Source: an optimization exercise on an open RTL-to-GDS flow (aim: small area, a short achievable clock period and few clock cycles per item). Production flows keep margins and buffers that such runs may drop.
Only simulation tests tie the RTL to the original design; equivalence was not proved.
Power and IR drop assume default switching activity.

--- constraint.sdc ---
create_clock -name core_clock -period 10.0 [get_ports {clk}]
set_input_delay 2.0000 -clock core_clock [delete_from_list [all_inputs] [get_ports {clk}]]
set_output_delay 2.0000 -clock core_clock [all_outputs]
set_load 0.01 [all_outputs]
--- flow/run.sh ---
#!/bin/bash
set -euo pipefail
bash standard.sh SETUP_SLACK_MARGIN=5.6 "BUFFER_PORTS_ARGS=-buffer_cell sky130_fd_sc_hd__buf_1" finish > standard.log 2>&1
--- design.v ---
module sse_acc (
	input  logic        clk,
	input  logic        rst,
	input  logic        ps1,
	input  logic [7:0]  pe1,
	input  logic [24:0] pu1,
	input  logic        v5,
	input  logic        l5,
	output logic        out_valid,
	output logic [31:0] Y
);
	localparam logic [31:0] NAN = 32'h7f800001;
	logic [31:0] acc;
	logic        v6, l6, fresh;
	logic        ps;
	logic [7:0]  pe;
	logic        pNaN, pInf;   
	logic [23:0] yp;
	logic [3:0]  shH;    
	logic [7:0]  shL;    
	logic        selP;
	logic        as;
	logic [7:0]  ae;
	logic [22:0] af;
	assign {as, ae, af} = acc;
	logic aNaN, aInf, aZ, pZ;
	assign aNaN = (&ae) & (|af);
	assign aInf = (&ae) & ~(|af);
	assign aZ = fresh | ~(|ae);
	assign pZ = ~(|pe);
	logic normal;
	assign normal = ~aZ & ~aNaN & ~aInf & ~pNaN & ~pInf & ~pZ;
	logic [23:0] ya;
	logic [24:0] S, S1;
	logic        ovf;
	logic [7:0]  E, E1;
	logic [23:0] ma, yh;
	assign ma = {1'b1, af};
	always_comb begin
		for (int i = 0; i < 24; i++) begin
			yh[i] = (shH[0] & ma[i]) | (shH[1] & (i + 8 < 24 ? ma[(i + 8) % 24] : 1'b0))
				| (shH[2] & (i + 16 < 24 ? ma[(i + 16) % 24] : 1'b0));
			ya[i] = 0;
			for (int j = 0; j < 8; j++)
				if (i + j < 24) ya[i] = ya[i] | (shL[j] & yh[i + j]);
		end
	end
	sse_cadd #(.W(24), .L(5)) add (.a(ya), .b(yp), .s0(S), .s1(S1));
	assign ovf = S[24];
	assign E = selP ? pe : ae;
	assign E1 = E + 8'd1;
	logic [31:0] nres, pval, res;
	logic        selN, selA, selP2, selNaN;
	assign nres = ovf ? {as, E1, S1[23:1]} : {as, E, S[22:0]};
	assign pval = {ps, pe, aZ ? yp[22:0] : 23'd0};
	assign selN = v6 & normal;
	assign selNaN = v6 & (aZ ? pNaN : (aNaN | pNaN | (aInf & pInf & (as != ps))));
	assign selA = ~v6 | (~aZ & ~aNaN & ~pNaN & (aInf ? (~pInf | (as == ps)) : (~pInf & pZ)));
	assign selP2 = v6 & (aZ ? (~pNaN & ~pZ) : (~aNaN & ~pNaN & ~aInf & pInf));
	assign res = ({32{selN}} & nres) | ({32{selA}} & acc) | ({32{selP2}} & pval) | ({32{selNaN}} & NAN);
	logic [25:0] pinc;
	logic [22:0] f1n;
	logic [23:0] m1n;
	logic [7:0]  e1n;
	sse_inc #(.W(25), .L(5)) inc1 (.a(pu1), .s(pinc));
	assign f1n = pu1[24] ? pinc[23:1] : pu1[22:0];
	assign m1n = {1'b1, f1n};
	assign e1n = pe1;
	logic [23:0] yp0, yp1;
	logic [8:0]  dP0, dA0;
	logic [4:0]  shA0, shA1;
	logic        sel0, sel1, inc;
	logic       ebP;
	logic [8:0] dPa, dPp, dAa, dAp;
	assign ebP = v6 & (aZ | selP);
	assign dPa = {1'b0, ae} - {1'b0, e1n};
	assign dPp = {1'b0, pe} - {1'b0, e1n};
	assign dAa = {1'b0, e1n} - {1'b0, ae};
	assign dAp = {1'b0, e1n} - {1'b0, pe};
	assign dP0 = ebP ? dPp : dPa;
	assign dA0 = ebP ? dAp : dAa;
	assign inc = v6 & ~aZ & ~pZ & ovf;
	assign sel0 = dP0[8];
	assign sel1 = sel0 & (dA0 != 9'd1);
	assign yp0 = sel0 ? m1n : (dP0[7:0] > 8'd23) ? 24'd0 : (m1n >> dP0[4:0]);
	assign yp1 = sel0 ? m1n : {1'b0, yp0[23:1]};
	assign shA0 = ~sel0 ? 5'd0 : (dA0[7:0] > 8'd23) ? 5'd24 : dA0[4:0];
	assign shA1 = ~sel1 ? 5'd0 : (dA0[7:0] > 8'd24) ? 5'd24 : (dA0[4:0] - 5'd1);
	logic azn;
	assign azn = v6 ? (l6 | (aZ & pZ)) : aZ;
	logic [23:0] ypc0, ypc1;
	logic [3:0]  shH0, shH1;
	logic [7:0]  shL0, shL1;
	assign ypc0 = azn ? m1n : yp0;
	assign ypc1 = azn ? m1n : yp1;
	assign shH0 = {1'b0, shA0[4:3] == 2'd2, shA0[4:3] == 2'd1, shA0[4:3] == 2'd0};
	assign shH1 = {1'b0, shA1[4:3] == 2'd2, shA1[4:3] == 2'd1, shA1[4:3] == 2'd0};
	always_comb
		for (int j = 0; j < 8; j++) begin
			shL0[j] = (shA0[2:0] == j);
			shL1[j] = (shA1[2:0] == j);
		end
	always_ff @(posedge clk) begin
		ps <= ps1;
		pe <= e1n;
		pNaN <= (&e1n) & (|f1n);
		pInf <= (&e1n) & ~(|f1n);
		l6 <= l5;
		acc <= res;
		selP <= inc ? sel1 : sel0;
		shH <= inc ? shH1 : shH0;
		shL <= inc ? shL1 : shL0;
		yp <= inc ? ypc1 : ypc0;
		if (rst) begin
			v6 <= 0;
			fresh <= 1;
			out_valid <= 0;
		end
		else begin
			v6 <= v5;
			if (v6) fresh <= l6;
			out_valid <= v6 & l6;
		end
	end
	assign Y = acc;
endmodule
module sse_cadd #(parameter int W = 24, parameter int L = 5) (
	input  logic [W-1:0] a,
	input  logic [W-1:0] b,
	output logic [W:0]   s0,
	output logic [W:0]   s1
);
	logic [W-1:0] g [0:L];
	logic [W-1:0] t [0:L];
	logic [W-1:0] h;
	assign g[0] = a & b;
	assign t[0] = a | b;
	assign h = a ^ b;
	genvar l, i;
	generate
		for (l = 0; l < L; l++) begin : g_lvl
			for (i = 0; i < W; i++) begin : g_bit
				if (i >= (1 << l)) begin : g_op
					assign g[l + 1][i] = g[l][i] | (t[l][i] & g[l][i - (1 << l)]);
					assign t[l + 1][i] = t[l][i] & t[l][i - (1 << l)];
				end
				else begin : g_pass
					assign g[l + 1][i] = g[l][i];
					assign t[l + 1][i] = t[l][i];
				end
			end
		end
	endgenerate
	assign s0 = {g[L][W-1], h ^ {g[L][W-2:0], 1'b0}};
	assign s1 = {g[L][W-1] | t[L][W-1], h ^ {g[L][W-2:0] | t[L][W-2:0], 1'b1}};
endmodule
module sse_add #(parameter int W = 24, parameter int L = 5) (
	input  logic [W-1:0] a,
	input  logic [W-1:0] b,
	input  logic         ci,
	output logic [W:0]   s
);
	logic [W:0] g [0:L];
	logic [W:0] p [0:L];
	assign g[0] = {a & b, ci};
	assign p[0] = {a ^ b, 1'b0};
	genvar l, i;
	generate
		for (l = 0; l < L; l++) begin : g_lvl
			for (i = 0; i <= W; i++) begin : g_bit
				if ((i >> l) & 1) begin : g_op
					assign g[l + 1][i] = g[l][i] | (p[l][i] & g[l][((i >> l) << l) - 1]);
					assign p[l + 1][i] = p[l][i] & p[l][((i >> l) << l) - 1];
				end
				else begin : g_pass
					assign g[l + 1][i] = g[l][i];
					assign p[l + 1][i] = p[l][i];
				end
			end
		end
	endgenerate
	assign s = {g[L][W], p[0][W:1] ^ g[L][W-1:0]};
endmodule
module sse_inc #(parameter int W = 24, parameter int L = 5) (
	input  logic [W-1:0] a,
	output logic [W:0]   s
);
	logic [W-1:0] p [0:L];
	assign p[0] = a;
	genvar l, i;
	generate
		for (l = 0; l < L; l++) begin : g_lvl
			for (i = 0; i < W; i++) begin : g_bit
				if ((i >> l) & 1) begin : g_op
					assign p[l + 1][i] = p[l][i] & p[l][((i >> l) << l) - 1];
				end
				else begin : g_pass
					assign p[l + 1][i] = p[l][i];
				end
			end
		end
	endgenerate
	assign s = {p[L][W-1], a ^ {p[L][W-2:0], 1'b1}};
endmodule
module sse_sq_tree (
	input  logic [22:0] f,
	output logic [47:0] q0,
	output logic [47:0] q1
);
	wire t1 = ~(~(f[0] & f[17]) ^ ~(f[1] & f[16]));
	wire t2 = ~(f[0] & f[17]) | ~(f[1] & f[16]);
	wire t3 = ~(~(f[0] & f[18]) ^ ~(f[1] & f[17]));
	wire t4 = ~(f[0] & f[18]) | ~(f[1] & f[17]);
	wire t5, t6;
	sse_fa ut5 (.a(~(f[0] & f[19])), .b(~(f[1] & f[18])), .c(~(f[2] & f[17])), .s(t5), .co(t6));
	wire t7 = ~(~(f[3] & f[16]) ^ ~(f[4] & f[15]));
	wire t8 = ~(f[3] & f[16]) | ~(f[4] & f[15]);
	wire t9, t10;
	sse_fa ut9 (.a(~(f[0] & f[20])), .b(~(f[1] & f[19])), .c(~(f[2] & f[18])), .s(t9), .co(t10));
	wire t11 = ~(~(f[3] & f[17]) ^ ~(f[4] & f[16]));
	wire t12 = ~(f[3] & f[17]) | ~(f[4] & f[16]);
	wire t13, t14;
	sse_fa ut13 (.a(~(f[0] & f[21])), .b(~(f[1] & f[20])), .c(~(f[2] & f[19])), .s(t13), .co(t14));
	wire t15, t16;
	sse_fa ut15 (.a(~(f[3] & f[18])), .b(~(f[4] & f[17])), .c(~(f[5] & f[16])), .s(t15), .co(t16));
	wire t17 = ~(~(f[6] & f[15]) ^ ~(f[7] & f[14]));
	wire t18 = ~(f[6] & f[15]) | ~(f[7] & f[14]);
	wire t19, t20;
	sse_fa ut19 (.a(~(f[0] & f[22])), .b(~(f[1] & f[21])), .c(~(f[2] & f[20])), .s(t19), .co(t20));
	wire t21, t22;
	sse_fa ut21 (.a(~(f[3] & f[19])), .b(~(f[4] & f[18])), .c(~(f[5] & f[17])), .s(t21), .co(t22));
	wire t23 = ~(~(f[6] & f[16]) ^ ~(f[7] & f[15]));
	wire t24 = ~(f[6] & f[16]) | ~(f[7] & f[15]);
	wire t25, t26;
	sse_fa ut25 (.a(~f[0]), .b(~(f[1] & f[22])), .c(~(f[2] & f[21])), .s(t25), .co(t26));
	wire t27, t28;
	sse_fa ut27 (.a(~(f[3] & f[20])), .b(~(f[4] & f[19])), .c(~(f[5] & f[18])), .s(t27), .co(t28));
	wire t29, t30;
	sse_fa ut29 (.a(~(f[6] & f[17])), .b(~(f[7] & f[16])), .c(~(f[8] & f[15])), .s(t29), .co(t30));
	wire t31 = ~(~(f[9] & f[14]) ^ ~(f[10] & f[13]));
	wire t32 = ~(f[9] & f[14]) | ~(f[10] & f[13]);
	wire t33, t34;
	sse_fa ut33 (.a(~f[1]), .b(~(f[2] & f[22])), .c(~(f[3] & f[21])), .s(t33), .co(t34));
	wire t35, t36;
	sse_fa ut35 (.a(~(f[4] & f[20])), .b(~(f[5] & f[19])), .c(~(f[6] & f[18])), .s(t35), .co(t36));
	wire t37, t38;
	sse_fa ut37 (.a(~(f[7] & f[17])), .b(~(f[8] & f[16])), .c(~(f[9] & f[15])), .s(t37), .co(t38));
	wire t39, t40;
	sse_fa ut39 (.a(~f[2]), .b(~(f[3] & f[22])), .c(~(f[4] & f[21])), .s(t39), .co(t40));
	wire t41, t42;
	sse_fa ut41 (.a(~(f[5] & f[20])), .b(~(f[6] & f[19])), .c(~(f[7] & f[18])), .s(t41), .co(t42));
	wire t43, t44;
	sse_fa ut43 (.a(~(f[8] & f[17])), .b(~(f[9] & f[16])), .c(~(f[10] & f[15])), .s(t43), .co(t44));
	wire t45, t46;
	sse_fa ut45 (.a(~f[3]), .b(~(f[4] & f[22])), .c(~(f[5] & f[21])), .s(t45), .co(t46));
	wire t47, t48;
	sse_fa ut47 (.a(~(f[6] & f[20])), .b(~(f[7] & f[19])), .c(~(f[8] & f[18])), .s(t47), .co(t48));
	wire t49, t50;
	sse_fa ut49 (.a(~f[4]), .b(~(f[5] & f[22])), .c(~(f[6] & f[21])), .s(t49), .co(t50));
	wire t51, t52;
	sse_fa ut51 (.a(~(f[7] & f[20])), .b(~(f[8] & f[19])), .c(~(f[9] & f[18])), .s(t51), .co(t52));
	wire t53, t54;
	sse_fa ut53 (.a(~f[5]), .b(~(f[6] & f[22])), .c(~(f[7] & f[21])), .s(t53), .co(t54));
	wire t55, t56;
	sse_fa ut55 (.a(~f[6]), .b(~(f[7] & f[22])), .c(~(f[8] & f[21])), .s(t55), .co(t56));
	wire t57 = ~(~(f[0] & f[11]) ^ ~(f[1] & f[10]));
	wire t58 = ~(f[0] & f[11]) | ~(f[1] & f[10]);
	wire t59 = ~(~(f[0] & f[12]) ^ ~(f[1] & f[11]));
	wire t60 = ~(f[0] & f[12]) | ~(f[1] & f[11]);
	wire t61, t62;
	sse_fa ut61 (.a(~(f[0] & f[13])), .b(~(f[1] & f[12])), .c(~(f[2] & f[11])), .s(t61), .co(t62));
	wire t63 = ~(~(f[3] & f[10]) ^ ~(f[4] & f[9]));
	wire t64 = ~(f[3] & f[10]) | ~(f[4] & f[9]);
	wire t65, t66;
	sse_fa ut65 (.a(~(f[0] & f[14])), .b(~(f[1] & f[13])), .c(~(f[2] & f[12])), .s(t65), .co(t66));
	wire t67 = ~(~(f[3] & f[11]) ^ ~(f[4] & f[10]));
	wire t68 = ~(f[3] & f[11]) | ~(f[4] & f[10]);
	wire t69, t70;
	sse_fa ut69 (.a(~(f[0] & f[15])), .b(~(f[1] & f[14])), .c(~(f[2] & f[13])), .s(t69), .co(t70));
	wire t71, t72;
	sse_fa ut71 (.a(~(f[3] & f[12])), .b(~(f[4] & f[11])), .c(~(f[5] & f[10])), .s(t71), .co(t72));
	wire t73 = ~(~(f[6] & f[9]) ^ ~(f[7] & f[8]));
	wire t74 = ~(f[6] & f[9]) | ~(f[7] & f[8]);
	wire t75, t76;
	sse_fa ut75 (.a(~(f[0] & f[16])), .b(~(f[1] & f[15])), .c(~(f[2] & f[14])), .s(t75), .co(t76));
	wire t77, t78;
	sse_fa ut77 (.a(~(f[3] & f[13])), .b(~(f[4] & f[12])), .c(~(f[5] & f[11])), .s(t77), .co(t78));
	wire t79 = ~(~(f[6] & f[10]) ^ ~(f[7] & f[9]));
	wire t80 = ~(f[6] & f[10]) | ~(f[7] & f[9]);
	wire t81, t82;
	sse_fa ut81 (.a(t1), .b(~(f[2] & f[15])), .c(~(f[3] & f[14])), .s(t81), .co(t82));
	wire t83, t84;
	sse_fa ut83 (.a(~(f[4] & f[13])), .b(~(f[5] & f[12])), .c(~(f[6] & f[11])), .s(t83), .co(t84));
	wire t85, t86;
	sse_fa ut85 (.a(~(f[7] & f[10])), .b(~(f[8] & f[9])), .c(~f[9]), .s(t85), .co(t86));
	wire t87, t88;
	sse_fa ut87 (.a(t2), .b(t3), .c(~(f[2] & f[16])), .s(t87), .co(t88));
	wire t89, t90;
	sse_fa ut89 (.a(~(f[3] & f[15])), .b(~(f[4] & f[14])), .c(~(f[5] & f[13])), .s(t89), .co(t90));
	wire t91, t92;
	sse_fa ut91 (.a(~(f[6] & f[12])), .b(~(f[7] & f[11])), .c(~(f[8] & f[10])), .s(t91), .co(t92));
	wire t93, t94;
	sse_fa ut93 (.a(t4), .b(t5), .c(t7), .s(t93), .co(t94));
	wire t95, t96;
	sse_fa ut95 (.a(~(f[5] & f[14])), .b(~(f[6] & f[13])), .c(~(f[7] & f[12])), .s(t95), .co(t96));
	wire t97, t98;
	sse_fa ut97 (.a(~(f[8] & f[11])), .b(~(f[9] & f[10])), .c(~f[10]), .s(t97), .co(t98));
	wire t99, t100;
	sse_fa ut99 (.a(t6), .b(t8), .c(t9), .s(t99), .co(t100));
	wire t101, t102;
	sse_fa ut101 (.a(t11), .b(~(f[5] & f[15])), .c(~(f[6] & f[14])), .s(t101), .co(t102));
	wire t103, t104;
	sse_fa ut103 (.a(~(f[7] & f[13])), .b(~(f[8] & f[12])), .c(~(f[9] & f[11])), .s(t103), .co(t104));
	wire t105, t106;
	sse_fa ut105 (.a(t10), .b(t12), .c(t13), .s(t105), .co(t106));
	wire t107, t108;
	sse_fa ut107 (.a(t15), .b(t17), .c(~(f[8] & f[13])), .s(t107), .co(t108));
	wire t109, t110;
	sse_fa ut109 (.a(~(f[9] & f[12])), .b(~(f[10] & f[11])), .c(~f[11]), .s(t109), .co(t110));
	wire t111, t112;
	sse_fa ut111 (.a(t14), .b(t16), .c(t18), .s(t111), .co(t112));
	wire t113, t114;
	sse_fa ut113 (.a(t19), .b(t21), .c(t23), .s(t113), .co(t114));
	wire t115, t116;
	sse_fa ut115 (.a(~(f[8] & f[14])), .b(~(f[9] & f[13])), .c(~(f[10] & f[12])), .s(t115), .co(t116));
	wire t117, t118;
	sse_fa ut117 (.a(t20), .b(t22), .c(t24), .s(t117), .co(t118));
	wire t119, t120;
	sse_fa ut119 (.a(t25), .b(t27), .c(t29), .s(t119), .co(t120));
	wire t121, t122;
	sse_fa ut121 (.a(t31), .b(~(f[11] & f[12])), .c(~f[12]), .s(t121), .co(t122));
	wire t123, t124;
	sse_fa ut123 (.a(t26), .b(t28), .c(t30), .s(t123), .co(t124));
	wire t125, t126;
	sse_fa ut125 (.a(t32), .b(t33), .c(t35), .s(t125), .co(t126));
	wire t127, t128;
	sse_fa ut127 (.a(t37), .b(~(f[10] & f[14])), .c(~(f[11] & f[13])), .s(t127), .co(t128));
	wire t129, t130;
	sse_fa ut129 (.a(t34), .b(t36), .c(t38), .s(t129), .co(t130));
	wire t131, t132;
	sse_fa ut131 (.a(t39), .b(t41), .c(t43), .s(t131), .co(t132));
	wire t133, t134;
	sse_fa ut133 (.a(~(f[11] & f[14])), .b(~(f[12] & f[13])), .c(~f[13]), .s(t133), .co(t134));
	wire t135, t136;
	sse_fa ut135 (.a(t40), .b(t42), .c(t44), .s(t135), .co(t136));
	wire t137, t138;
	sse_fa ut137 (.a(t45), .b(t47), .c(~(f[9] & f[17])), .s(t137), .co(t138));
	wire t139, t140;
	sse_fa ut139 (.a(~(f[10] & f[16])), .b(~(f[11] & f[15])), .c(~(f[12] & f[14])), .s(t139), .co(t140));
	wire t141, t142;
	sse_fa ut141 (.a(t46), .b(t48), .c(t49), .s(t141), .co(t142));
	wire t143, t144;
	sse_fa ut143 (.a(t51), .b(~(f[10] & f[17])), .c(~(f[11] & f[16])), .s(t143), .co(t144));
	wire t145, t146;
	sse_fa ut145 (.a(~(f[12] & f[15])), .b(~(f[13] & f[14])), .c(~f[14]), .s(t145), .co(t146));
	wire t147, t148;
	sse_fa ut147 (.a(t50), .b(t52), .c(t53), .s(t147), .co(t148));
	wire t149, t150;
	sse_fa ut149 (.a(~(f[8] & f[20])), .b(~(f[9] & f[19])), .c(~(f[10] & f[18])), .s(t149), .co(t150));
	wire t151, t152;
	sse_fa ut151 (.a(~(f[11] & f[17])), .b(~(f[12] & f[16])), .c(~(f[13] & f[15])), .s(t151), .co(t152));
	wire t153, t154;
	sse_fa ut153 (.a(t54), .b(t55), .c(~(f[9] & f[20])), .s(t153), .co(t154));
	wire t155, t156;
	sse_fa ut155 (.a(~(f[10] & f[19])), .b(~(f[11] & f[18])), .c(~(f[12] & f[17])), .s(t155), .co(t156));
	wire t157, t158;
	sse_fa ut157 (.a(~(f[13] & f[16])), .b(~(f[14] & f[15])), .c(~f[15]), .s(t157), .co(t158));
	wire t159, t160;
	sse_fa ut159 (.a(t56), .b(~f[7]), .c(~(f[8] & f[22])), .s(t159), .co(t160));
	wire t161, t162;
	sse_fa ut161 (.a(~(f[9] & f[21])), .b(~(f[10] & f[20])), .c(~(f[11] & f[19])), .s(t161), .co(t162));
	wire t163, t164;
	sse_fa ut163 (.a(~(f[12] & f[18])), .b(~(f[13] & f[17])), .c(~(f[14] & f[16])), .s(t163), .co(t164));
	wire t165, t166;
	sse_fa ut165 (.a(~f[8]), .b(~(f[9] & f[22])), .c(~(f[10] & f[21])), .s(t165), .co(t166));
	wire t167, t168;
	sse_fa ut167 (.a(~(f[11] & f[20])), .b(~(f[12] & f[19])), .c(~(f[13] & f[18])), .s(t167), .co(t168));
	wire t169, t170;
	sse_fa ut169 (.a(~(f[14] & f[17])), .b(~(f[15] & f[16])), .c(~f[16]), .s(t169), .co(t170));
	wire t171, t172;
	sse_fa ut171 (.a(~f[9]), .b(~(f[10] & f[22])), .c(~(f[11] & f[21])), .s(t171), .co(t172));
	wire t173, t174;
	sse_fa ut173 (.a(~(f[12] & f[20])), .b(~(f[13] & f[19])), .c(~(f[14] & f[18])), .s(t173), .co(t174));
	wire t175, t176;
	sse_fa ut175 (.a(~f[10]), .b(~(f[11] & f[22])), .c(~(f[12] & f[21])), .s(t175), .co(t176));
	wire t177, t178;
	sse_fa ut177 (.a(~(f[13] & f[20])), .b(~(f[14] & f[19])), .c(~(f[15] & f[18])), .s(t177), .co(t178));
	wire t179, t180;
	sse_fa ut179 (.a(~f[11]), .b(~(f[12] & f[22])), .c(~(f[13] & f[21])), .s(t179), .co(t180));
	wire t181, t182;
	sse_fa ut181 (.a(~f[12]), .b(~(f[13] & f[22])), .c(~(f[14] & f[21])), .s(t181), .co(t182));
	wire t183 = ~(~(f[0] & f[7]) ^ ~(f[1] & f[6]));
	wire t184 = ~(f[0] & f[7]) | ~(f[1] & f[6]);
	wire t185 = ~(~(f[0] & f[8]) ^ ~(f[1] & f[7]));
	wire t186 = ~(f[0] & f[8]) | ~(f[1] & f[7]);
	wire t187, t188;
	sse_fa ut187 (.a(~(f[0] & f[9])), .b(~(f[1] & f[8])), .c(~(f[2] & f[7])), .s(t187), .co(t188));
	wire t189 = ~(~(f[3] & f[6]) ^ ~(f[4] & f[5]));
	wire t190 = ~(f[3] & f[6]) | ~(f[4] & f[5]);
	wire t191, t192;
	sse_fa ut191 (.a(~(f[0] & f[10])), .b(~(f[1] & f[9])), .c(~(f[2] & f[8])), .s(t191), .co(t192));
	wire t193 = ~(~(f[3] & f[7]) ^ ~(f[4] & f[6]));
	wire t194 = ~(f[3] & f[7]) | ~(f[4] & f[6]);
	wire t195, t196;
	sse_fa ut195 (.a(t57), .b(~(f[2] & f[9])), .c(~(f[3] & f[8])), .s(t195), .co(t196));
	wire t197, t198;
	sse_fa ut197 (.a(~(f[4] & f[7])), .b(~(f[5] & f[6])), .c(~f[6]), .s(t197), .co(t198));
	wire t199, t200;
	sse_fa ut199 (.a(t58), .b(t59), .c(~(f[2] & f[10])), .s(t199), .co(t200));
	wire t201, t202;
	sse_fa ut201 (.a(~(f[3] & f[9])), .b(~(f[4] & f[8])), .c(~(f[5] & f[7])), .s(t201), .co(t202));
	wire t203, t204;
	sse_fa ut203 (.a(t60), .b(t61), .c(t63), .s(t203), .co(t204));
	wire t205, t206;
	sse_fa ut205 (.a(~(f[5] & f[8])), .b(~(f[6] & f[7])), .c(~f[7]), .s(t205), .co(t206));
	wire t207, t208;
	sse_fa ut207 (.a(t62), .b(t64), .c(t65), .s(t207), .co(t208));
	wire t209, t210;
	sse_fa ut209 (.a(t67), .b(~(f[5] & f[9])), .c(~(f[6] & f[8])), .s(t209), .co(t210));
	wire t211, t212;
	sse_fa ut211 (.a(t66), .b(t68), .c(t69), .s(t211), .co(t212));
	wire t213, t214;
	sse_fa ut213 (.a(t71), .b(t73), .c(~f[8]), .s(t213), .co(t214));
	wire t215, t216;
	sse_fa ut215 (.a(t70), .b(t72), .c(t74), .s(t215), .co(t216));
	wire t217, t218;
	sse_fa ut217 (.a(t75), .b(t77), .c(t79), .s(t217), .co(t218));
	wire t219, t220;
	sse_fa ut219 (.a(t76), .b(t78), .c(t80), .s(t219), .co(t220));
	wire t221, t222;
	sse_fa ut221 (.a(t81), .b(t83), .c(t85), .s(t221), .co(t222));
	wire t223, t224;
	sse_fa ut223 (.a(t82), .b(t84), .c(t86), .s(t223), .co(t224));
	wire t225, t226;
	sse_fa ut225 (.a(t87), .b(t89), .c(t91), .s(t225), .co(t226));
	wire t227, t228;
	sse_fa ut227 (.a(t88), .b(t90), .c(t92), .s(t227), .co(t228));
	wire t229, t230;
	sse_fa ut229 (.a(t93), .b(t95), .c(t97), .s(t229), .co(t230));
	wire t231, t232;
	sse_fa ut231 (.a(t94), .b(t96), .c(t98), .s(t231), .co(t232));
	wire t233, t234;
	sse_fa ut233 (.a(t99), .b(t101), .c(t103), .s(t233), .co(t234));
	wire t235, t236;
	sse_fa ut235 (.a(t100), .b(t102), .c(t104), .s(t235), .co(t236));
	wire t237, t238;
	sse_fa ut237 (.a(t105), .b(t107), .c(t109), .s(t237), .co(t238));
	wire t239, t240;
	sse_fa ut239 (.a(t106), .b(t108), .c(t110), .s(t239), .co(t240));
	wire t241, t242;
	sse_fa ut241 (.a(t111), .b(t113), .c(t115), .s(t241), .co(t242));
	wire t243, t244;
	sse_fa ut243 (.a(t112), .b(t114), .c(t116), .s(t243), .co(t244));
	wire t245, t246;
	sse_fa ut245 (.a(t117), .b(t119), .c(t121), .s(t245), .co(t246));
	wire t247, t248;
	sse_fa ut247 (.a(t118), .b(t120), .c(t122), .s(t247), .co(t248));
	wire t249, t250;
	sse_fa ut249 (.a(t123), .b(t125), .c(t127), .s(t249), .co(t250));
	wire t251, t252;
	sse_fa ut251 (.a(t124), .b(t126), .c(t128), .s(t251), .co(t252));
	wire t253, t254;
	sse_fa ut253 (.a(t129), .b(t131), .c(t133), .s(t253), .co(t254));
	wire t255, t256;
	sse_fa ut255 (.a(t130), .b(t132), .c(t134), .s(t255), .co(t256));
	wire t257, t258;
	sse_fa ut257 (.a(t135), .b(t137), .c(t139), .s(t257), .co(t258));
	wire t259, t260;
	sse_fa ut259 (.a(t136), .b(t138), .c(t140), .s(t259), .co(t260));
	wire t261, t262;
	sse_fa ut261 (.a(t141), .b(t143), .c(t145), .s(t261), .co(t262));
	wire t263, t264;
	sse_fa ut263 (.a(t142), .b(t144), .c(t146), .s(t263), .co(t264));
	wire t265, t266;
	sse_fa ut265 (.a(t147), .b(t149), .c(t151), .s(t265), .co(t266));
	wire t267, t268;
	sse_fa ut267 (.a(t148), .b(t150), .c(t152), .s(t267), .co(t268));
	wire t269, t270;
	sse_fa ut269 (.a(t153), .b(t155), .c(t157), .s(t269), .co(t270));
	wire t271, t272;
	sse_fa ut271 (.a(t154), .b(t156), .c(t158), .s(t271), .co(t272));
	wire t273, t274;
	sse_fa ut273 (.a(t159), .b(t161), .c(t163), .s(t273), .co(t274));
	wire t275, t276;
	sse_fa ut275 (.a(t160), .b(t162), .c(t164), .s(t275), .co(t276));
	wire t277, t278;
	sse_fa ut277 (.a(t165), .b(t167), .c(t169), .s(t277), .co(t278));
	wire t279, t280;
	sse_fa ut279 (.a(t166), .b(t168), .c(t170), .s(t279), .co(t280));
	wire t281, t282;
	sse_fa ut281 (.a(t171), .b(t173), .c(~(f[15] & f[17])), .s(t281), .co(t282));
	wire t283, t284;
	sse_fa ut283 (.a(t172), .b(t174), .c(t175), .s(t283), .co(t284));
	wire t285, t286;
	sse_fa ut285 (.a(t177), .b(~(f[16] & f[17])), .c(~f[17]), .s(t285), .co(t286));
	wire t287, t288;
	sse_fa ut287 (.a(t176), .b(t178), .c(t179), .s(t287), .co(t288));
	wire t289, t290;
	sse_fa ut289 (.a(~(f[14] & f[20])), .b(~(f[15] & f[19])), .c(~(f[16] & f[18])), .s(t289), .co(t290));
	wire t291, t292;
	sse_fa ut291 (.a(t180), .b(t181), .c(~(f[15] & f[20])), .s(t291), .co(t292));
	wire t293, t294;
	sse_fa ut293 (.a(~(f[16] & f[19])), .b(~(f[17] & f[18])), .c(~f[18]), .s(t293), .co(t294));
	wire t295, t296;
	sse_fa ut295 (.a(t182), .b(~f[13]), .c(~(f[14] & f[22])), .s(t295), .co(t296));
	wire t297, t298;
	sse_fa ut297 (.a(~(f[15] & f[21])), .b(~(f[16] & f[20])), .c(~(f[17] & f[19])), .s(t297), .co(t298));
	wire t299, t300;
	sse_fa ut299 (.a(~f[14]), .b(~(f[15] & f[22])), .c(~(f[16] & f[21])), .s(t299), .co(t300));
	wire t301, t302;
	sse_fa ut301 (.a(~(f[17] & f[20])), .b(~(f[18] & f[19])), .c(~f[19]), .s(t301), .co(t302));
	wire t303, t304;
	sse_fa ut303 (.a(~f[15]), .b(~(f[16] & f[22])), .c(~(f[17] & f[21])), .s(t303), .co(t304));
	wire t305, t306;
	sse_fa ut305 (.a(~f[16]), .b(~(f[17] & f[22])), .c(~(f[18] & f[21])), .s(t305), .co(t306));
	wire t307 = ~(~(f[0] & f[5]) ^ ~(f[1] & f[4]));
	wire t308 = ~(f[0] & f[5]) | ~(f[1] & f[4]);
	wire t309 = ~(~(f[0] & f[6]) ^ ~(f[1] & f[5]));
	wire t310 = ~(f[0] & f[6]) | ~(f[1] & f[5]);
	wire t311, t312;
	sse_fa ut311 (.a(t183), .b(~(f[2] & f[5])), .c(~(f[3] & f[4])), .s(t311), .co(t312));
	wire t313, t314;
	sse_fa ut313 (.a(t184), .b(t185), .c(~(f[2] & f[6])), .s(t313), .co(t314));
	wire t315, t316;
	sse_fa ut315 (.a(t186), .b(t187), .c(t189), .s(t315), .co(t316));
	wire t317, t318;
	sse_fa ut317 (.a(t188), .b(t190), .c(t191), .s(t317), .co(t318));
	wire t319, t320;
	sse_fa ut319 (.a(t192), .b(t194), .c(t195), .s(t319), .co(t320));
	wire t321, t322;
	sse_fa ut321 (.a(t196), .b(t198), .c(t199), .s(t321), .co(t322));
	wire t323, t324;
	sse_fa ut323 (.a(t200), .b(t202), .c(t203), .s(t323), .co(t324));
	wire t325, t326;
	sse_fa ut325 (.a(t204), .b(t206), .c(t207), .s(t325), .co(t326));
	wire t327, t328;
	sse_fa ut327 (.a(t208), .b(t210), .c(t211), .s(t327), .co(t328));
	wire t329, t330;
	sse_fa ut329 (.a(t212), .b(t214), .c(t215), .s(t329), .co(t330));
	wire t331, t332;
	sse_fa ut331 (.a(t216), .b(t218), .c(t219), .s(t331), .co(t332));
	wire t333, t334;
	sse_fa ut333 (.a(t220), .b(t222), .c(t223), .s(t333), .co(t334));
	wire t335, t336;
	sse_fa ut335 (.a(t224), .b(t226), .c(t227), .s(t335), .co(t336));
	wire t337, t338;
	sse_fa ut337 (.a(t228), .b(t230), .c(t231), .s(t337), .co(t338));
	wire t339, t340;
	sse_fa ut339 (.a(t232), .b(t234), .c(t235), .s(t339), .co(t340));
	wire t341, t342;
	sse_fa ut341 (.a(t236), .b(t238), .c(t239), .s(t341), .co(t342));
	wire t343, t344;
	sse_fa ut343 (.a(t240), .b(t242), .c(t243), .s(t343), .co(t344));
	wire t345, t346;
	sse_fa ut345 (.a(t244), .b(t246), .c(t247), .s(t345), .co(t346));
	wire t347, t348;
	sse_fa ut347 (.a(t248), .b(t250), .c(t251), .s(t347), .co(t348));
	wire t349, t350;
	sse_fa ut349 (.a(t252), .b(t254), .c(t255), .s(t349), .co(t350));
	wire t351, t352;
	sse_fa ut351 (.a(t256), .b(t258), .c(t259), .s(t351), .co(t352));
	wire t353, t354;
	sse_fa ut353 (.a(t260), .b(t262), .c(t263), .s(t353), .co(t354));
	wire t355, t356;
	sse_fa ut355 (.a(t264), .b(t266), .c(t267), .s(t355), .co(t356));
	wire t357, t358;
	sse_fa ut357 (.a(t268), .b(t270), .c(t271), .s(t357), .co(t358));
	wire t359, t360;
	sse_fa ut359 (.a(t272), .b(t274), .c(t275), .s(t359), .co(t360));
	wire t361, t362;
	sse_fa ut361 (.a(t276), .b(t278), .c(t279), .s(t361), .co(t362));
	wire t363, t364;
	sse_fa ut363 (.a(t280), .b(t282), .c(t283), .s(t363), .co(t364));
	wire t365, t366;
	sse_fa ut365 (.a(t284), .b(t286), .c(t287), .s(t365), .co(t366));
	wire t367, t368;
	sse_fa ut367 (.a(t288), .b(t290), .c(t291), .s(t367), .co(t368));
	wire t369, t370;
	sse_fa ut369 (.a(t292), .b(t294), .c(t295), .s(t369), .co(t370));
	wire t371, t372;
	sse_fa ut371 (.a(t296), .b(t298), .c(t299), .s(t371), .co(t372));
	wire t373, t374;
	sse_fa ut373 (.a(t300), .b(t302), .c(t303), .s(t373), .co(t374));
	wire t375, t376;
	sse_fa ut375 (.a(t304), .b(t305), .c(~(f[19] & f[20])), .s(t375), .co(t376));
	wire t377, t378;
	sse_fa ut377 (.a(t306), .b(~f[17]), .c(~(f[18] & f[22])), .s(t377), .co(t378));
	wire t379, t380;
	sse_fa ut379 (.a(~f[18]), .b(~(f[19] & f[22])), .c(~(f[20] & f[21])), .s(t379), .co(t380));
	wire t381 = ~(~(f[0] & f[3]) ^ ~(f[1] & f[2]));
	wire t382 = ~(f[0] & f[3]) | ~(f[1] & f[2]);
	wire t383 = ~(~(f[0] & f[4]) ^ ~(f[1] & f[3]));
	wire t384 = ~(f[0] & f[4]) | ~(f[1] & f[3]);
	wire t385, t386;
	sse_fa ut385 (.a(t307), .b(~(f[2] & f[3])), .c(~f[3]), .s(t385), .co(t386));
	wire t387, t388;
	sse_fa ut387 (.a(t308), .b(t309), .c(~(f[2] & f[4])), .s(t387), .co(t388));
	wire t389, t390;
	sse_fa ut389 (.a(t310), .b(t311), .c(~f[4]), .s(t389), .co(t390));
	wire t391, t392;
	sse_fa ut391 (.a(t312), .b(t313), .c(~(f[3] & f[5])), .s(t391), .co(t392));
	wire t393, t394;
	sse_fa ut393 (.a(t314), .b(t315), .c(~f[5]), .s(t393), .co(t394));
	wire t395, t396;
	sse_fa ut395 (.a(t316), .b(t317), .c(t193), .s(t395), .co(t396));
	wire t397, t398;
	sse_fa ut397 (.a(t318), .b(t319), .c(t197), .s(t397), .co(t398));
	wire t399, t400;
	sse_fa ut399 (.a(t320), .b(t321), .c(t201), .s(t399), .co(t400));
	wire t401, t402;
	sse_fa ut401 (.a(t322), .b(t323), .c(t205), .s(t401), .co(t402));
	wire t403, t404;
	sse_fa ut403 (.a(t324), .b(t325), .c(t209), .s(t403), .co(t404));
	wire t405, t406;
	sse_fa ut405 (.a(t326), .b(t327), .c(t213), .s(t405), .co(t406));
	wire t407, t408;
	sse_fa ut407 (.a(t328), .b(t329), .c(t217), .s(t407), .co(t408));
	wire t409, t410;
	sse_fa ut409 (.a(t330), .b(t331), .c(t221), .s(t409), .co(t410));
	wire t411, t412;
	sse_fa ut411 (.a(t332), .b(t333), .c(t225), .s(t411), .co(t412));
	wire t413, t414;
	sse_fa ut413 (.a(t334), .b(t335), .c(t229), .s(t413), .co(t414));
	wire t415, t416;
	sse_fa ut415 (.a(t336), .b(t337), .c(t233), .s(t415), .co(t416));
	wire t417, t418;
	sse_fa ut417 (.a(t338), .b(t339), .c(t237), .s(t417), .co(t418));
	wire t419, t420;
	sse_fa ut419 (.a(t340), .b(t341), .c(t241), .s(t419), .co(t420));
	wire t421, t422;
	sse_fa ut421 (.a(t342), .b(t343), .c(t245), .s(t421), .co(t422));
	wire t423, t424;
	sse_fa ut423 (.a(t344), .b(t345), .c(t249), .s(t423), .co(t424));
	wire t425, t426;
	sse_fa ut425 (.a(t346), .b(t347), .c(t253), .s(t425), .co(t426));
	wire t427, t428;
	sse_fa ut427 (.a(t348), .b(t349), .c(t257), .s(t427), .co(t428));
	wire t429, t430;
	sse_fa ut429 (.a(t350), .b(t351), .c(t261), .s(t429), .co(t430));
	wire t431, t432;
	sse_fa ut431 (.a(t352), .b(t353), .c(t265), .s(t431), .co(t432));
	wire t433, t434;
	sse_fa ut433 (.a(t354), .b(t355), .c(t269), .s(t433), .co(t434));
	wire t435, t436;
	sse_fa ut435 (.a(t356), .b(t357), .c(t273), .s(t435), .co(t436));
	wire t437, t438;
	sse_fa ut437 (.a(t358), .b(t359), .c(t277), .s(t437), .co(t438));
	wire t439, t440;
	sse_fa ut439 (.a(t360), .b(t361), .c(t281), .s(t439), .co(t440));
	wire t441, t442;
	sse_fa ut441 (.a(t362), .b(t363), .c(t285), .s(t441), .co(t442));
	wire t443, t444;
	sse_fa ut443 (.a(t364), .b(t365), .c(t289), .s(t443), .co(t444));
	wire t445, t446;
	sse_fa ut445 (.a(t366), .b(t367), .c(t293), .s(t445), .co(t446));
	wire t447, t448;
	sse_fa ut447 (.a(t368), .b(t369), .c(t297), .s(t447), .co(t448));
	wire t449, t450;
	sse_fa ut449 (.a(t370), .b(t371), .c(t301), .s(t449), .co(t450));
	wire t451, t452;
	sse_fa ut451 (.a(t372), .b(t373), .c(~(f[18] & f[20])), .s(t451), .co(t452));
	wire t453, t454;
	sse_fa ut453 (.a(t374), .b(t375), .c(~f[20]), .s(t453), .co(t454));
	wire t455, t456;
	sse_fa ut455 (.a(t376), .b(t377), .c(~(f[19] & f[21])), .s(t455), .co(t456));
	wire t457, t458;
	sse_fa ut457 (.a(t378), .b(t379), .c(~f[21]), .s(t457), .co(t458));
	wire t459, t460;
	sse_fa ut459 (.a(t380), .b(~f[19]), .c(~(f[20] & f[22])), .s(t459), .co(t460));
	wire t461, t462;
	sse_fa ut461 (.a(~f[20]), .b(~(f[21] & f[22])), .c(~f[22]), .s(t461), .co(t462));
	assign q0[0] = ~f[0];
	assign q1[0] = 1'b1;
	assign q0[1] = 1'b1;
	assign q1[1] = 1'b1;
	assign q0[2] = ~(f[0] & f[1]);
	assign q1[2] = ~f[1];
	assign q0[3] = ~(f[0] & f[2]);
	assign q1[3] = 1'b1;
	assign q0[4] = t381;
	assign q1[4] = ~f[2];
	assign q0[5] = t382;
	assign q1[5] = t383;
	assign q0[6] = t384;
	assign q1[6] = t385;
	assign q0[7] = t386;
	assign q1[7] = t387;
	assign q0[8] = t388;
	assign q1[8] = t389;
	assign q0[9] = t390;
	assign q1[9] = t391;
	assign q0[10] = t392;
	assign q1[10] = t393;
	assign q0[11] = t394;
	assign q1[11] = t395;
	assign q0[12] = t396;
	assign q1[12] = t397;
	assign q0[13] = t398;
	assign q1[13] = t399;
	assign q0[14] = t400;
	assign q1[14] = t401;
	assign q0[15] = t402;
	assign q1[15] = t403;
	assign q0[16] = t404;
	assign q1[16] = t405;
	assign q0[17] = t406;
	assign q1[17] = t407;
	assign q0[18] = t408;
	assign q1[18] = t409;
	assign q0[19] = t410;
	assign q1[19] = t411;
	assign q0[20] = t412;
	assign q1[20] = t413;
	assign q0[21] = t414;
	assign q1[21] = t415;
	assign q0[22] = t416;
	assign q1[22] = t417;
	assign q0[23] = t418;
	assign q1[23] = t419;
	assign q0[24] = t420;
	assign q1[24] = t421;
	assign q0[25] = t422;
	assign q1[25] = t423;
	assign q0[26] = t424;
	assign q1[26] = t425;
	assign q0[27] = t426;
	assign q1[27] = t427;
	assign q0[28] = t428;
	assign q1[28] = t429;
	assign q0[29] = t430;
	assign q1[29] = t431;
	assign q0[30] = t432;
	assign q1[30] = t433;
	assign q0[31] = t434;
	assign q1[31] = t435;
	assign q0[32] = t436;
	assign q1[32] = t437;
	assign q0[33] = t438;
	assign q1[33] = t439;
	assign q0[34] = t440;
	assign q1[34] = t441;
	assign q0[35] = t442;
	assign q1[35] = t443;
	assign q0[36] = t444;
	assign q1[36] = t445;
	assign q0[37] = t446;
	assign q1[37] = t447;
	assign q0[38] = t448;
	assign q1[38] = t449;
	assign q0[39] = t450;
	assign q1[39] = t451;
	assign q0[40] = t452;
	assign q1[40] = t453;
	assign q0[41] = t454;
	assign q1[41] = t455;
	assign q0[42] = t456;
	assign q1[42] = t457;
	assign q0[43] = t458;
	assign q1[43] = t459;
	assign q0[44] = t460;
	assign q1[44] = t461;
	assign q0[45] = t462;
	assign q1[45] = ~f[21];
	assign q0[46] = 1'b0;
	assign q1[46] = ~f[22];
	assign q0[47] = 1'b1;
	assign q1[47] = 1'b1;
endmodule
module sse_sq_sum (
	input  logic [47:0] q0,
	input  logic [47:0] q1,
	output logic [47:0] P
);
	logic [48:0] s;
	sse_add #(.W(48), .L(6)) add (.a(q0), .b(q1), .ci(1'b1), .s(s));
	assign P = ~s[47:0];
endmodule
module sse_fa (
	input  logic a, b, c,
	output logic s, co
);
	assign s = a ^ b ^ c;
	assign co = (a & b) | (a & c) | (b & c);
endmodule
module SSE (
	input  logic        clk,
	input  logic        rst,
	input  logic        in_valid,
	input  logic        in_last,
	input  logic [31:0] A,
	input  logic [31:0] B,
	output logic        in_ready,
	output logic        out_valid,
	output logic [31:0] Y
);
	localparam logic [31:0] NAN = 32'h7f800001;
	logic v0, v2, v3, v4, v5;
	logic l0, l2, l3, l4, l5;
	always_ff @(posedge clk) begin
		if (rst) begin
			in_ready <= 0;
			{v0, v2, v3, v4, v5} <= 0;
		end
		else begin
			in_ready <= 1;
			v0 <= in_valid & in_ready;
			{v2, v3, v4, v5} <= {v0, v2, v3, v4};
		end
		{l0, l2, l3, l4, l5} <= {in_last, l0, l2, l3, l4};
	end
	logic        sA, sB;
	logic [7:0]  eA, eB;
	logic [22:0] fA, fB;
	assign {sA, eA, fA} = A;
	assign {sB, eB, fB} = B;
	logic nanA, nanB, infA, infB, zA, zB;
	assign nanA = (&eA) & (|fA);
	assign nanB = (&eB) & (|fB);
	assign infA = (&eA) & ~(|fA);
	assign infB = (&eB) & ~(|fB);
	assign zA = ~(|eA);
	assign zB = ~(|eB);
	logic        spec;
	logic [31:0] sval;
	always_comb begin
		spec = 1;
		if (nanA | nanB) sval = NAN;
		else if (infA & infB) sval = (sA == sB) ? A : NAN;
		else if (infA) sval = A;
		else if (infB) sval = B;
		else if (zA & zB) sval = 0;
		else if (zA) sval = {~sB, B[30:0]};
		else if (zB) sval = A;
		else begin
			spec = 0;
			sval = A;
		end
	end
	logic [8:0]  dAB;
	logic [7:0]  dBA;
	logic        aLess, eEq, fLess, swp;
	assign dAB = {1'b0, eA} - {1'b0, eB};
	assign dBA = eB - eA;
	assign aLess = dAB[8];
	assign eEq = (eA == eB);
	assign fLess = fA < fB;
	assign swp = A[30:0] < B[30:0];    
	logic [22:0] x0, y0;
	logic [4:0]  k0;
	logic [7:0]  e0;
	logic        s0, sub0;
	always_ff @(posedge clk) begin
		y0 <= swp ? fA : fB;
		if (spec) begin
			x0 <= sval[22:0];
			k0 <= 5'd24;
			e0 <= sval[30:23];
			s0 <= sval[31];
			sub0 <= 0;
		end
		else begin
			x0 <= swp ? fB : fA;
			k0 <= aLess ? ((dBA > 8'd23) ? 5'd24 : dBA[4:0]) : ((dAB[7:0] > 8'd23) ? 5'd24 : dAB[4:0]);
			e0 <= aLess ? eB : eA;
			s0 <= (sA == sB) ? (swp ^ sA) : sA;
			sub0 <= (sA == sB);
		end
	end
	logic [23:0] y1;
	assign y1 = {1'b1, y0} >> k0;
	logic [24:0] sum2;
	sse_add #(.W(24), .L(5)) add1 (.a({1'b1, x0}), .b(sub0 ? ~y1 : y1), .ci(sub0), .s(sum2));
	logic [24:0] r2;
	logic [7:0]  e2;
	logic        s2, sub2;
	always_ff @(posedge clk) begin
		r2 <= {sum2[24] & ~sub0, sum2[23:0]};
		e2 <= e0;
		s2 <= s0;
		sub2 <= sub0;
	end
	logic [24:0] inc3;
	logic [25:0] inc3x;
	assign inc3 = inc3x[24:0];
	sse_inc #(.W(25), .L(5)) inc1 (.a(r2), .s(inc3x));
	logic [31:0] zx;
	logic [7:0]  nz1;
	logic [15:0] nc1;
	logic [3:0]  nz2;
	logic [11:0] nc2;
	logic [1:0]  nz3;
	logic [7:0]  nc3;
	logic [4:0]  lz;
	assign zx = {r2[23:0], 8'hff};
	genvar gi;
	generate
		for (gi = 0; gi < 8; gi++) begin : g_l1
			logic [3:0] q;
			assign q = zx[4 * gi +: 4];
			assign nz1[gi] = |q;
			assign nc1[2 * gi +: 2] = q[3] ? 2'd0 : q[2] ? 2'd1 : q[1] ? 2'd2 : 2'd3;
		end
		for (gi = 0; gi < 4; gi++) begin : g_l2
			assign nz2[gi] = nz1[2 * gi + 1] | nz1[2 * gi];
			assign nc2[3 * gi +: 3] = nz1[2 * gi + 1] ? {1'b0, nc1[4 * gi + 2 +: 2]} : {1'b1, nc1[4 * gi +: 2]};
		end
		for (gi = 0; gi < 2; gi++) begin : g_l3
			assign nz3[gi] = nz2[2 * gi + 1] | nz2[2 * gi];
			assign nc3[4 * gi +: 4] = nz2[2 * gi + 1] ? {1'b0, nc2[6 * gi + 3 +: 3]} : {1'b1, nc2[6 * gi +: 3]};
		end
	endgenerate
	assign lz = nz3[1] ? {1'b0, nc3[7:4]} : {1'b1, nc3[3:0]};
	logic [23:0] n1;
	assign n1 = r2[23:0] << lz;
	logic        s3;
	logic [7:0]  e3;
	logic [4:0]  lz3;
	logic [22:0] f3;
	always_ff @(posedge clk) begin
		if (sub2) begin
			if (r2[23:0] == 0) begin
				s3 <= 0;
				e3 <= 0;
				lz3 <= 0;
			end
			else begin
				s3 <= s2;
				e3 <= e2;
				lz3 <= lz;
			end
			f3 <= n1[22:0];
		end
		else begin
			s3 <= s2;
			e3 <= r2[24] ? e2 + 8'd1 : e2;
			lz3 <= 0;
			f3 <= r2[24] ? inc3[23:1] : r2[22:0];
		end
	end
	logic        sd;
	logic [7:0]  ed;
	logic [22:0] fd;
	assign sd = s3;
	assign ed = e3 - {3'd0, lz3};
	assign fd = f3;
	logic [9:0] ex4;
	assign ex4 = {1'b0, ed, 1'b0} - 10'd127;
	logic [47:0] q0, q1;
	sse_sq_tree sq (.f(fd), .q0(q0), .q1(q1));
	logic spec4, ssp4, esp4, nsp4;
	always_comb begin
		spec4 = 1;
		ssp4 = 0;
		esp4 = 1;
		nsp4 = 0;
		if ((&ed) & (|fd)) nsp4 = 1;
		else if (&ed) ssp4 = sd;
		else if (~(|ed)) esp4 = 0;
		else if (~ex4[9] & (ex4[8:0] > 9'd254)) ;
		else if (ex4[9] | (ex4 == 0)) esp4 = 0;
		else spec4 = 0;
	end
	logic [47:0] r40, r41;
	logic [7:0]  e4;
	logic        spec5i, ssp5i, esp5i, nsp5i;
	always_ff @(posedge clk) begin
		r40 <= q0;
		r41 <= q1;
		e4 <= ex4[7:0];
		spec5i <= spec4;
		ssp5i <= ssp4;
		esp5i <= esp4;
		nsp5i <= nsp4;
	end
	logic [47:0] P;
	logic [24:0] U;
	sse_sq_sum sqs (.q0(r40), .q1(r41), .P(P));
	assign U = P[47:23];
	logic        ps5;
	logic [7:0]  pe5;
	logic [24:0] pu5;
	always_comb begin
		if (spec5i) begin
			ps5 = ssp5i;
			pe5 = {8{esp5i}};
			pu5 = {24'd0, nsp5i};
		end
		else begin
			ps5 = 0;
			pe5 = U[24] ? e4 + 8'd1 : e4;
			pu5 = U;
		end
	end
	logic        ps1;
	logic [7:0]  pe1;
	logic [24:0] pu1;
	always_ff @(posedge clk) begin
		ps1 <= ps5;
		pe1 <= pe5;
		pu1 <= pu5;
	end
	sse_acc acc (
		.clk(clk), .rst(rst),
		.ps1(ps1), .pe1(pe1), .pu1(pu1), .v5(v5), .l5(l5),
		.out_valid(out_valid), .Y(Y)
	);
endmodule
--- standard.sh ---
#!/bin/bash
# synth_recipe.tcl (not shown) runs the flow's synth.tcl, then flattens the netlist and writes it again
# the make line also repeats each setting of config.mk as NAME=value (left out here)
make -C /OpenROAD-flow-scripts/flow DESIGN_CONFIG=/design/flow/config.mk WORK_HOME=/design/flow/orfs CLKGATE_MAP_FILE= SYNTH_SCRIPT=/design/flow/synth_recipe.tcl "${@:-finish}"
--- config.mk ---
export PLATFORM = sky130hd
export DESIGN_NAME = SSE
export DESIGN_NICKNAME = SSE
export VERILOG_FILES = /design/flow/design.v
export SDC_FILE = /design/flow/constraint.sdc
export NUM_CORES = 4
export LEC_CHECK = 0
export CAP_MARGIN = 20
export CORE_MARGIN = 2
export CORE_UTILIZATION = 40
export CTS_CLUSTER_DIAMETER = 100
export CTS_CLUSTER_SIZE = 30
export PLACE_DENSITY = 0.6
export SETUP_SLACK_MARGIN = 5
export SLEW_MARGIN = 20
export SYNTH_HIERARCHICAL = 1
export SYNTH_MINIMUM_KEEP_SIZE = 0
==> metrics.yaml, run 1 <==
outcome: "no timing/DRC/antenna violations"
cts.clk_slew.worst_paths_ps: 110
r2r-start: "acc.acc[25]"
slowest_stage: "dfxtp_1"
hold_viol: 0
antenna_cells: 0
crit_type: "flip-flop to flip-flop"
hold_buffers: 0
syn-cell-area_sq_um: 32700
routedWlPerCell_microns: 19.5
post-place-cells: 4639
slew_violations: 0
nNetsFinal: 4121
initial_utilization: 0.405
cp-start-kind: "flip-flop"
leakagePower_nw: 13.5
vdd_drop_max_mv: 0.226
cp.required_ps: 10570
drt_iter0_drc: 2247
multiInputGateArea_sq_um: 23100
firstDrtPassIters: 8
min_to: "e2[0]"
cts_max_level: 1
clk_path_buf_depth: 3
post-route-period-util: 0.420
reg2reg_depth: 17
nFillCells: 8047
worstPathArrival_ps: 4770
syn_inst: 3701
portBuffers: 101
skew_ps: 68.4
grt_max_degree: 39
timing.rr.end: "acc.yp[6]"
drv_cap: 0
die_w_microns: 290
clkLatencyLatePin_ps: 620
ant_nets: 0
routed_via_density: 5.77
ios: 102
tns_ps: 0
finalSetupViolCount: 0
cts_sinks: 368
reg2reg_slack_ps: 5800
clk_root_buffer_cell: "clkbuf_16"
yosys_warnings: 19
fmax_ghz: 0.238
cpPeakStageDelay_ps: 390
hp-class: "flip-flop to flip-flop"
slew_headroom: 0.322
power_density_nw_per_um2: 365
fp.dieH_microns: 290
hold_depth: 0
min_from: "e0[0]"
dp_slack_ps: 4040
fin_crit_ps: 4200
instances_no_fill: 4689
syn_to_final_growth_pct: 5.75
die_area_sq_um: 84000
grt_pass1_vias: 26835
grt_first_pass_wirelength_microns: 147000
drt_wl_total_microns: 91500
row_count: 104
global_route.overflow_total: 0
gp_congestion: 0.972
core_sq_um: 80700
antenna_found_initial: 1
worst_setup_path_end_kind: "flip-flop"
worst_slack_ps: 5800
via_count: 27077
grtUsageTotal: 0.211
crit_path_max_fanout: 10
drc: 0
seq_area_sq_um: 7410
worstMarginPinSlew_ps: 1020
rsz0062_at_grt: "yes"
cts_tree: "built"
path_cells: "nor4_1, a21oi_1, buf_4, a21oi_4, mux2_2, inv_1, ha_1, inv_1, fa_2, a21o_1, a21o_2, xnor2_4, nand2_1, a211oi_1, a211oi_1, o32ai_1, a31o_2"
cts_buffers: 23
place_hpwl_microns: 69000
drive_gt1_frac: 0.0940
synth_area_per_cell_sq_um: 8.83
==> routing by layer <==
metal / track usage / wire length (microns) / part of all wire
met5: 0 / 0 / 0
met4: 0.0718 / 3060 / 0.033
met3: 0.0221 / 5300 / 0.058
met2: 0.360 / 43900 / 0.48
met1: 0.279 / 39300 / 0.43
==> per-stage QoR <==
stage	hold slack, ps	utilization	power [W]	cell area [sq um]
floorplan	310	-	0.0115	32700
global placement	310	0.411	0.0113	33200
detailed placement	312	0.411	0.0114	33200
CTS	338	0.423	0.0126	34100
global route	342	0.428	0.0140	34600
finish	336	0.428	0.0126	34600
==> critical path: cells and delay by family, from the launching register on <==
family                   cells  cell delay, ps
AO/OA/AOI/OAI                8            1750
XOR/XNOR                     1             240
adder cells (fa/ha/maj)      2             520
multiplexers                 1             390
buffers and inverters        3             320
flip-flops                   1             390
AND/OR/NAND/NOR              2             540
==> layout make-up <==
type,count,share of cell area
Multi-Input combinational cell,2779,0.668
Sequential cell,368,0.214
Tap cell,1060,0.0384
Inverter,287,0.0315
Timing Repair Buffer,156,0.0245
Clock buffer,23,0.0167
Clock inverter,15,0.00688
Timing Repair inverter,1,0.000145
==> report_power, final <==
part	total, W	internal (W)	leakage, nW	switching (W)
logic	0.00879	0.00373	10.0	0.00506
clock network	0.00109	0.000472	0.398	0.000620
registers	0.00273	0.00212	3.08	0.000611
==> registers in the layout (all words and copies together) (netlist names), 3 cells and up <==
signal	flops
x0	23
pe1	8
acc.shL	8
e3	8
acc.pe	8
e2	8
r40	48
k0	5
acc.acc	32
acc.shH	3
e4	7
r2	25
pu1	25
e0	8
f3	23
lz3	5
acc.yp	24
r41	48
y0	23
==> cell usage in the layout (no fill, tap or decap), drive strengths merged, types with 45 or more instances in the layout <==
cell type  count
a22oi         65
a21o          45
nor4          60
o21ai        121
fa           222
mux2          53
mux2i        140
xnor2         92
ha           215
and2          66
nor2         228
xor2          85
nand4         64
inv          294
buf          155
dfxtp        368
nor3          59
a21oi        191
nand3         78
nor2b         59
nand2        423
==> worst max-delay path by stage <==
stage,from,endpoint,cells after the start
2_1_floorplan,A[25],y0[15],10
3_3_place_gp,acc.shH[0],acc.shH[0],18
3_5_place_dp,acc.shH[0],acc.shH[0],18
4_1_cts,acc.shH[0],acc.shL[5],20
5_1_grt,acc.shH[0],acc.shL[5],18
6_report,acc.acc[25],acc.yp[6],17
==> what timing repair did <==
action                     CTS  global route
cloned                       1             1
pin swaps                    3             7
gates resized for setup     35            77
setup buffers                5             5
setup endpoints to repair   73            59
Testbench counts, summed over its fixed seeds: cycles 8,146, items 8,082.
==> run 2: changes to the inputs <==
==> flow/run.sh (replaced) <==
#!/bin/bash
set -euo pipefail
bash standard.sh SETUP_SLACK_MARGIN=5.8 "BUFFER_PORTS_ARGS=-buffer_cell sky130_fd_sc_hd__buf_1" finish > standard.log 2>&1
==> metrics.yaml, run 2 <==
outcome: "no timing/DRC/antenna violations"
leakagePower_nw: 13.7  # +1.4%
r2r-start: "acc.shH[0]"
drt_iter0_drc: 2257  # +0.45%
reg2reg_depth: 18  # +1
cts_sinks: 368  # unchanged
die_area_sq_um: 84000  # unchanged
firstDrtPassIters: 7  # -1
cp.required_ps: 10520  # -50 ps
hold_buffers: 0  # unchanged
die_w_microns: 290  # unchanged
design_area_sq_um: 35100  # +1.5%
nNetsFinal: 4146  # +0.61%
min_to: "s2"
largestRegisters: "r40: 48 flops, r41: 48 flops, acc.acc: 32 flops"
cts_tree: "built"
worstMarginPinSlew_ps: 1120  # +108 ps
skew_ps: 71.8  # +3.39 ps
row_count: 104  # unchanged
via_count: 27123  # +0.17%
timing.rr.end: "acc.shL[5]"
post-route-period-util: 0.410  # -0.0102
worst_slack_ps: 5900  # +102 ps
cpPeakStageDelay_ps: 370  # -20 ps
slew_headroom: 0.249  # -0.0720
grt_util_met2: 0.364  # +0.00364
hp-class: "flip-flop to flip-flop"
initial_utilization: 0.405  # unchanged
fmax_ghz: 0.244  # +2.5%
tns_ps: 0  # unchanged
grtUsageTotal: 0.212  # +0.000533
top_usage_layer: "met2"
power_w: 0.0127  # +0.85%
reg2reg_slack_ps: 5900  # +100 ps
power.switching_w: 0.00630  # +0.18%
cts_max_level: 1  # unchanged
worstPathArrival_ps: 4620  # -150 ps
crit_buf_inv: 5  # +2
vdd_drop_max_mv: 0.228  # +0.64%
cts.clk_slew.worst_paths_ps: 120  # about the same
worst_setup_path_end_kind: "flip-flop"
instances_no_fill: 4714  # +0.53%
path_cells: "clkbuf_4, a22o_2, a222oi_1, nand3_1, inv_1, ha_2, inv_1, a21oi_4, a21boi_2, o21ai_0, a21o_1, o21ai_4, buf_12, and3_1, buf_12, a21o_1, a211o_1, nor3_1"
p_sw_frac: 0.495  # -0.00332
syn-cell-area_sq_um: 32700  # unchanged
core_sq_um: 80700  # unchanged
drt_wl_total_microns: 91600  # +0.14%
drv_cap: 0  # unchanged
mostFrequentLayoutCell: "nand2_1"
crit_path_start: "acc.shH[0]"
antenna_cells: 0  # unchanged
syn_to_final_growth_pct: 7.34
synth_area_per_cell_sq_um: 8.83  # unchanged
post-place-cells: 4636  # -0.065%
yosys_warnings: 19  # unchanged
cts_buffers: 22  # -4.3%
antenna_found_initial: 0  # -1
crit_family: "compound AO/OA/AOI/OAI gates"
met3_usage: 0.0186  # -0.00352
final_cell_mix: "415 x nand2_1, 343 x dfxtp_1, 281 x inv_1"
grt_first_pass_wirelength_microns: 147000  # about the same
routedWlPerCell_microns: 19.4  # -0.40%
hold_viol: 0  # unchanged
slowest_stage: "dfxtp_4"
drive_gt1_frac: 0.113  # +0.0191
p_clk_frac: 0.084  # -0.003
fin_crit_ps: 4100  # -102 ps
ios: 102  # unchanged
crit_type: "flip-flop to flip-flop"
fp.dieH_microns: 290  # unchanged
drc: 0  # unchanged
finalSetupViolCount: 0  # unchanged
clkLatencyLatePin_ps: 610  # about the same
dp_slack_ps: 4140  # +101 ps
grtUsageMet1: 0.281  # +0.00180
pwr-share-comb: 0.698  # about the same
grt_max_degree: 39  # unchanged
clk_path_buf_depth: 3  # unchanged
crit_path_max_fanout: 26  # +16
grt_pass1_vias: 26593  # -0.90%
intPower_w: 0.00642  # +1.5%
min_from: "s0"
rsz0062_at_grt: "yes"
syn_inst: 3701  # unchanged
power_density_nw_per_um2: 363  # -0.64%
portBuffers: 101  # unchanged
cp-start-kind: "flip-flop"
gp_congestion: 0.960  # -1.3%
pwr-share-seq: 0.218  # +0.002
ant_nets: 0  # unchanged
slew_violations: 0  # unchanged
clk_root_buffer_cell: "clkbuf_16"
place_area_sq_um: 33200  # about the same
global_route.overflow_total: 0  # unchanged
place_hpwl_microns: 69000  # -0.11%
routed_via_density: 5.75  # -0.36%
hold_depth: 0  # unchanged
run 2: how the worst max path moves through the flow:
stage	endpoint	cells past startpoint
global route	acc.shL[5]	19
floorplan	k0[4]	12
global placement	acc.shH[0]	18
CTS	acc.shL[5]	17
finish	acc.shL[5]	18
detailed placement	acc.shH[0]	18
run 2: per-stage QoR:
step / util / hold slack [ps]
final: 0.435 / 322
after global routing: 0.435 / 334
after CTS: 0.426 / 332
after detailed placement: 0.411 / 312
after global placement: 0.411 / 310
after floorplan: - / 310
run 2: what timing repair did:
action,CTS,global route
buffers inserted,12,26
endpoints found under the setup margin,103,103
gates resized for setup,79,103
pin swaps,8,19
cloned,2,1
run 2: layout make-up:
class                           count  area (sq um)
Tap cell                         1060          1330
Timing Repair inverter              1          5.00
Clock buffer                       23           564
Timing Repair Buffer              182          1100
Clock inverter                     14           236
Fill cell                        7955         45600
Multi-Input combinational cell   2779         23300
Sequential cell                   368          7420
Inverter                          287          1100
run 2: power groups by stage:
| stage | clock network (W) | logic, W | registers [W] |
|---|---|---|---|
| 6_report | 0.00107 | 0.00888 | 0.00277 |
| 5_1_grt | 0.00116 | 0.0102 | 0.00283 |
| 4_1_cts | 0.00110 | 0.00875 | 0.00276 |
| 3_5_place_dp | 0 | 0.00861 | 0.00280 |
| 3_3_place_gp | 0 | 0.00848 | 0.00280 |
| 2_1_floorplan | 0 | 0.00903 | 0.00248 |
run 2: worst register-to-register path, stage by stage, from the launching register on:
cell and delay [ps]:
dfxtp_4 370, clkbuf_4 190, a22o_2 360, a222oi_1 350, nand3_1 190, inv_1 100, ha_2 280, inv_1 110
a21oi_4 240, a21boi_2 120, o21ai_0 180, a21o_1 180, o21ai_4 80, buf_12 160, and3_1 190, buf_12 170
a21o_1 240, a211o_1 340, nor3_1 200
run 2: per-layer routing:
metal	part of all wire	wire length (microns)	up-vias
met2	0.48	44000	891
met4	0.035	3200	0
met3	0.054	4960	188
met1	0.43	39400	13230
met5	0	0	-
li1	-	-	12814

==> afterwards: timing with drivers on the ports <==
The flow's constraints put no driver on any port. The routed layouts listed below were extracted and timed again, unchanged, in two steps.
Step 1 (the two cells are an assumption about what drives the block):
set clk [get_ports {clk}]
set_driving_cell -lib_cell sky130_fd_sc_hd__clkbuf_16 $clk
set_driving_cell -lib_cell sky130_fd_sc_hd__buf_2 [delete_from_list [all_inputs] $clk]
Step 2 moves the port delays by t, midway between the first and last clock arrival at a register: inputs arrive t later, outputs are due t later. That takes back most of the time a late clock gives input paths.
Slacks: ideal ports / drivers / drivers and shift; pairs: ideal ports / drivers.
| run | shift t [ns] | setup slack, ns | worst setup path after step 2 |
|---|---|---|---|
| run 1 | 0.649 | 5.796 / 5.796 / 5.198 | input to register |
| run 2 | 0.639 | 5.898 / 5.898 / 5.340 | input to register |
After both steps every run listed still meets setup and hold. For run 1, which loses most, drivers alone change the setup slack by 0.000 ns; drivers and shift together by -0.598 ns.
